Source: an optimization exercise on an open RTL-to-GDS flow (aim: small area, a short achievable clock period and few clock cycles per item). Production flows keep margins and buffers that such runs may drop. In this exercise RTL edits were held to simulation tests only and were not proved equivalent to the original.

==> v7: inputs <==
Design fir_1, start of the top module:
module fir_1(
    input clk,
    input reset_p,
    input [15:0]x,
    input act,
    output reg [15:0]y,
    output ready
    );
==> flow/config.mk <==
export PLATFORM = sky130hd
export DESIGN_NAME = fir_1
export DESIGN_NICKNAME = fir_1
export VERILOG_FILES = /design/flow/design.v
export SDC_FILE = /design/flow/constraint.sdc
export NUM_CORES = 4
export LEC_CHECK = 0
export CAP_MARGIN = 20
export CORE_MARGIN = 2
export CORE_UTILIZATION = 55
export SETUP_SLACK_MARGIN = 5
export SLEW_MARGIN = 20
export SYNTH_HIERARCHICAL = 1
export SYNTH_MINIMUM_KEEP_SIZE = 0
==> flow/constraint.sdc <==
create_clock -name core_clock -period 10.0 [get_ports {clk}]
set_input_delay 2.0000 -clock core_clock [delete_from_list [all_inputs] [get_ports {clk}]]
set_output_delay 2.0000 -clock core_clock [all_outputs]
set_load 0.01 [all_outputs]
run.sh (not shown) runs the stock make flow with config.mk's settings and CLKGATE_MAP_FILE= SYNTH_SCRIPT=/design/flow/synth_recipe.tcl, a recipe that flattens the netlist after the stock synthesis.
==> v29: changes against v7 <==
- ABC_AREA: not set -> 1
==> v18: changes against v7 <==
- CORE_UTILIZATION: 55 -> 40
- CTS_BUF_LIST: not set -> sky130_fd_sc_hd__clkbuf_4 sky130_fd_sc_hd__clkbuf_8
==> comparison table <==
Result of the run: v7 no timing/DRC/antenna violations; v18 no timing/DRC/antenna violations; v29 no timing/DRC/antenna violations
Initial detailed-routing violation count: v7 1040; v18 903; v29 1226
Number of gates resized after cts: v7 71; v18 56; v29 24
Share of the final layout cell area in multi-input gates: v7 60.2%; v18 59.5%; v29 58.7%
Post-route cell area: v7 25800 µm²; v18 26000 µm²; v29 26900 µm²
Vias per inst: v7 5.85; v18 5.32; v29 5.35
Total half-perimeter wirelength after legalization and detailed placement: v7 45600 µm; v18 45700 µm; v29 55700 µm
Crit path capture: v7 y[15]; v18 y[15]; v29 y[13]
Number of fillers in the final layout: v7 3283; v18 5203; v29 3921
Inverters: v7 197; v18 197; v29 397
Leading cell type in the layout, fill and taps excluded: v7 fa_1; v18 fa_1; v29 nand2_1
Number of well-tap cells placed: v7 539; v18 765; v29 592
Gpl congestion: v7 0.926; v18 0.894; v29 0.927
Testbench counts of v7, summed over its fixed seeds: cycles 3,200, items 3,200.
Testbench counts of v29, summed over its fixed seeds: cycles 3,200, items 3,200.
Testbench counts of v18, summed over its fixed seeds: cycles 3,200, items 3,200.

* * *

==> inputs of maple <==
Another version of the RTL of fir_1 (not shown whole).
## fir_1
module fir_1(
    input clk,
    input reset_p,
    input [15:0]x,
    input act,
    output reg [15:0]y,
    output ready
    );
export LEC_CHECK = 0
export ABC_AREA = 1
export CAP_MARGIN = 20
export CORE_MARGIN = 2
export CORE_UTILIZATION = 40
export CTS_BUF_LIST = sky130_fd_sc_hd__clkbuf_16
export CTS_CLUSTER_DIAMETER = 150
export CTS_CLUSTER_SIZE = 20
export SLEW_MARGIN = 20
export SYNTH_HIERARCHICAL = 1
export SYNTH_MINIMUM_KEEP_SIZE = 0
create_clock -name core_clock -period 10.0 [get_ports {clk}]
standard.sh (not shown) runs the stock make flow with config.mk's settings and CLKGATE_MAP_FILE= SYNTH_SCRIPT=/design/flow/synth_recipe.tcl, a recipe that flattens the netlist after the stock synthesis.
==> flow/flow/run.sh <==
#!/bin/bash
set -euo pipefail
bash standard.sh SETUP_SLACK_MARGIN=5.6 finish > standard.log 2>&1
==> amber (differences from maple) <==
==> flow/flow/run.sh (replaced) <==
#!/bin/bash
set -euo pipefail
bash standard.sh SETUP_SLACK_MARGIN=6.0 finish > standard.log 2>&1
- ABC_AREA: 1 -> not set
==> comparison table <==
metric                                                                amber       maple
Status                                     no timing/DRC/antenna violations  no timing/DRC/antenna violations
First-pass GRT wire length                                         97100 um   111000 um
Die area                                                          65800 um2   68100 um2
Number of vias after detailed routing                                 14.3k       17.3k
Syn Std Cell Area                                                 25500 um2   26400 um2
Number of nets produced by synthesis                                   2476        3230
Initial Util                                                          40.4%       40.3%
Met1 Resource Use GR                                                  27.0%       29.9%
Worst Setup EP                                                        y[12]      rc[14]
Cell count along the critical path                                       15           9
Clock skew                                                        0.0119 ns   0.0266 ns
Peak clock frequency supported by timing                            208 MHz     233 MHz
Count of non-CTS buffers in the layout                                  125          85
Synthesized-area fraction occupied by xor and xnor cells             0.721%      0.232%
Fill cell total of the finished layout                                 5748        6168
Synthesized-area fraction occupied by ao, oa, aoi and oai cells       4.62%       4.75%
Testbench counts of maple, summed over its fixed seeds: cycles 3,200, items 3,200.
Testbench counts of amber, summed over its fixed seeds: cycles 3,200, items 3,200.

* * *

==> 04-15 <==
fir_1 again, from the RTL that the note above started with.
// fir_1
module fir_1(
    input clk,
    input reset_p,
    input [15:0]x,
    input act,
    output reg [15:0]y,
    output ready
    );
==> flow/config.mk <==
export PLATFORM = sky130hd
export DESIGN_NAME = fir_1
export DESIGN_NICKNAME = fir_1
export VERILOG_FILES = /design/flow/design.v
export SDC_FILE = /design/flow/constraint.sdc
export NUM_CORES = 4
export LEC_CHECK = 0
export ABC_AREA = 1
export CAP_MARGIN = 20
export CORE_MARGIN = 2
export CORE_UTILIZATION = 40
export CTS_BUF_LIST = sky130_fd_sc_hd__clkbuf_16
export CTS_CLUSTER_DIAMETER = 150
export CTS_CLUSTER_SIZE = 20
export GPL_ROUTABILITY_DRIVEN = 0
export SLEW_MARGIN = 20
export SYNTH_HIERARCHICAL = 1
export SYNTH_MINIMUM_KEEP_SIZE = 0
==> flow/constraint.sdc <==
create_clock -name core_clock -period 10.0 [get_ports {clk}]
set_input_delay 2.0000 -clock core_clock [delete_from_list [all_inputs] [get_ports {clk}]]
set_output_delay 2.0000 -clock core_clock [all_outputs]
set_load 0.01 [all_outputs]
==> flow/flow/run.sh <==
#!/bin/bash
set -euo pipefail
bash standard.sh SETUP_SLACK_MARGIN=6.0 finish > standard.log 2>&1
==> 07-06 (differences from 04-15) <==
==> flow/flow/run.sh (replaced) <==
#!/bin/bash
set -euo pipefail
bash standard.sh SETUP_SLACK_MARGIN=6.3 finish > standard.log 2>&1
Settings changed: GPL_ROUTABILITY_DRIVEN 0 to default.
==> summary.txt <==
Status: 07-06 no timing/DRC/antenna violations; 04-15 no timing/DRC/antenna violations
Proportion of cell area occupied by multi-input gates: 07-06 57.8%; 04-15 58.4%
Area used by sequential logic in the layout: 07-06 0.00798 mm^2; 04-15 0.00795 mm^2
Clk latency of the worst-skew pair: 07-06 0.57 ns; 04-15 0.54 ns
Fraction of area in registers: 07-06 26.0%; 04-15 26.3%
Aggregate routed wire length: 07-06 74.2 mm; 04-15 71.3 mm
Worst-case hold slack: 07-06 0.476 ns; 04-15 0.475 ns
Startpoint kind of the worst setup timing path: 07-06 flip-flop; 04-15 primary input
Vias post-DR: 07-06 17900; 04-15 17800
Clock buffers and inverters, area share: 07-06 1.76%; 04-15 1.75%
Slowest Stage Delay on Critical Path: 07-06 0.55 ns; 04-15 0.53 ns
Cell mode on critical path: 07-06 sky130_fd_sc_hd__fa_1; 04-15 sky130_fd_sc_hd__nand2_1
Footprint of the multi-input gates: 07-06 0.0178 mm^2; 04-15 0.0176 mm^2
Sum of buffers and inverters on the critical path: 07-06 2; 04-15 4
Share of post-route cells with drive strength above 1: 07-06 23.5%; 04-15 19.1%
Number of global-route vias before repair: 07-06 19500; 04-15 19500
Testbench counts of 04-15, summed over its fixed seeds: cycles 3,200, items 3,200.
Testbench counts of 07-06, summed over its fixed seeds: cycles 3,200, items 3,200.

==> what the ideal ports hide <==
The flow's constraints put no driver on any port. The routed layouts listed below were extracted and timed again, unchanged, in two steps.
Step 1, drivers: a clkbuf_16 drives clk and a buf_2 each remaining input, both assumed.
Step 2 moves the port delays by t, midway between the first and last clock arrival at a register: inputs arrive t later, outputs are due t later. That takes back most of the time a late clock gives input paths.
Slacks: no drivers / after step 1 / after step 2; pairs: no drivers / after step 1.
| run | t, ns | setup WS [ns] | worst setup path after step 2 | latest minus earliest clock arrival (ns) | worst data-port slew with drivers (ns) |
|---|---|---|---|---|---|
| v7 | 0.590 | 4.737 / 4.764 / 4.182 | input to register | 0.018 / 0.018 | 0.05 |
| v29 | 0.611 | 5.126 / 5.153 / 4.552 | input to register | 0.034 / 0.035 | 0.03 |
| v18 | 0.695 | 4.758 / 4.758 / 4.095 | input to register | 0.038 / 0.037 | 0.06 |
| maple | 0.615 | 5.707 / 5.707 / 5.200 | input to register | 0.028 / 0.027 | 0.08 |
| amber | 0.598 | 5.190 / 5.190 / 4.666 | input to register | 0.014 / 0.014 | 0.06 |
| 04-15 | 0.587 | 5.844 / 5.865 / 5.278 | input to register | 0.036 / 0.036 | 0.07 |
| 07-06 | 0.613 | 5.862 / 5.862 / 5.319 | input to register | 0.033 / 0.033 | 0.06 |
After both steps every run listed still meets setup and hold. The setup slack of v18, which loses most, moves by 0.000 ns with the drivers and by -0.663 ns with both steps.
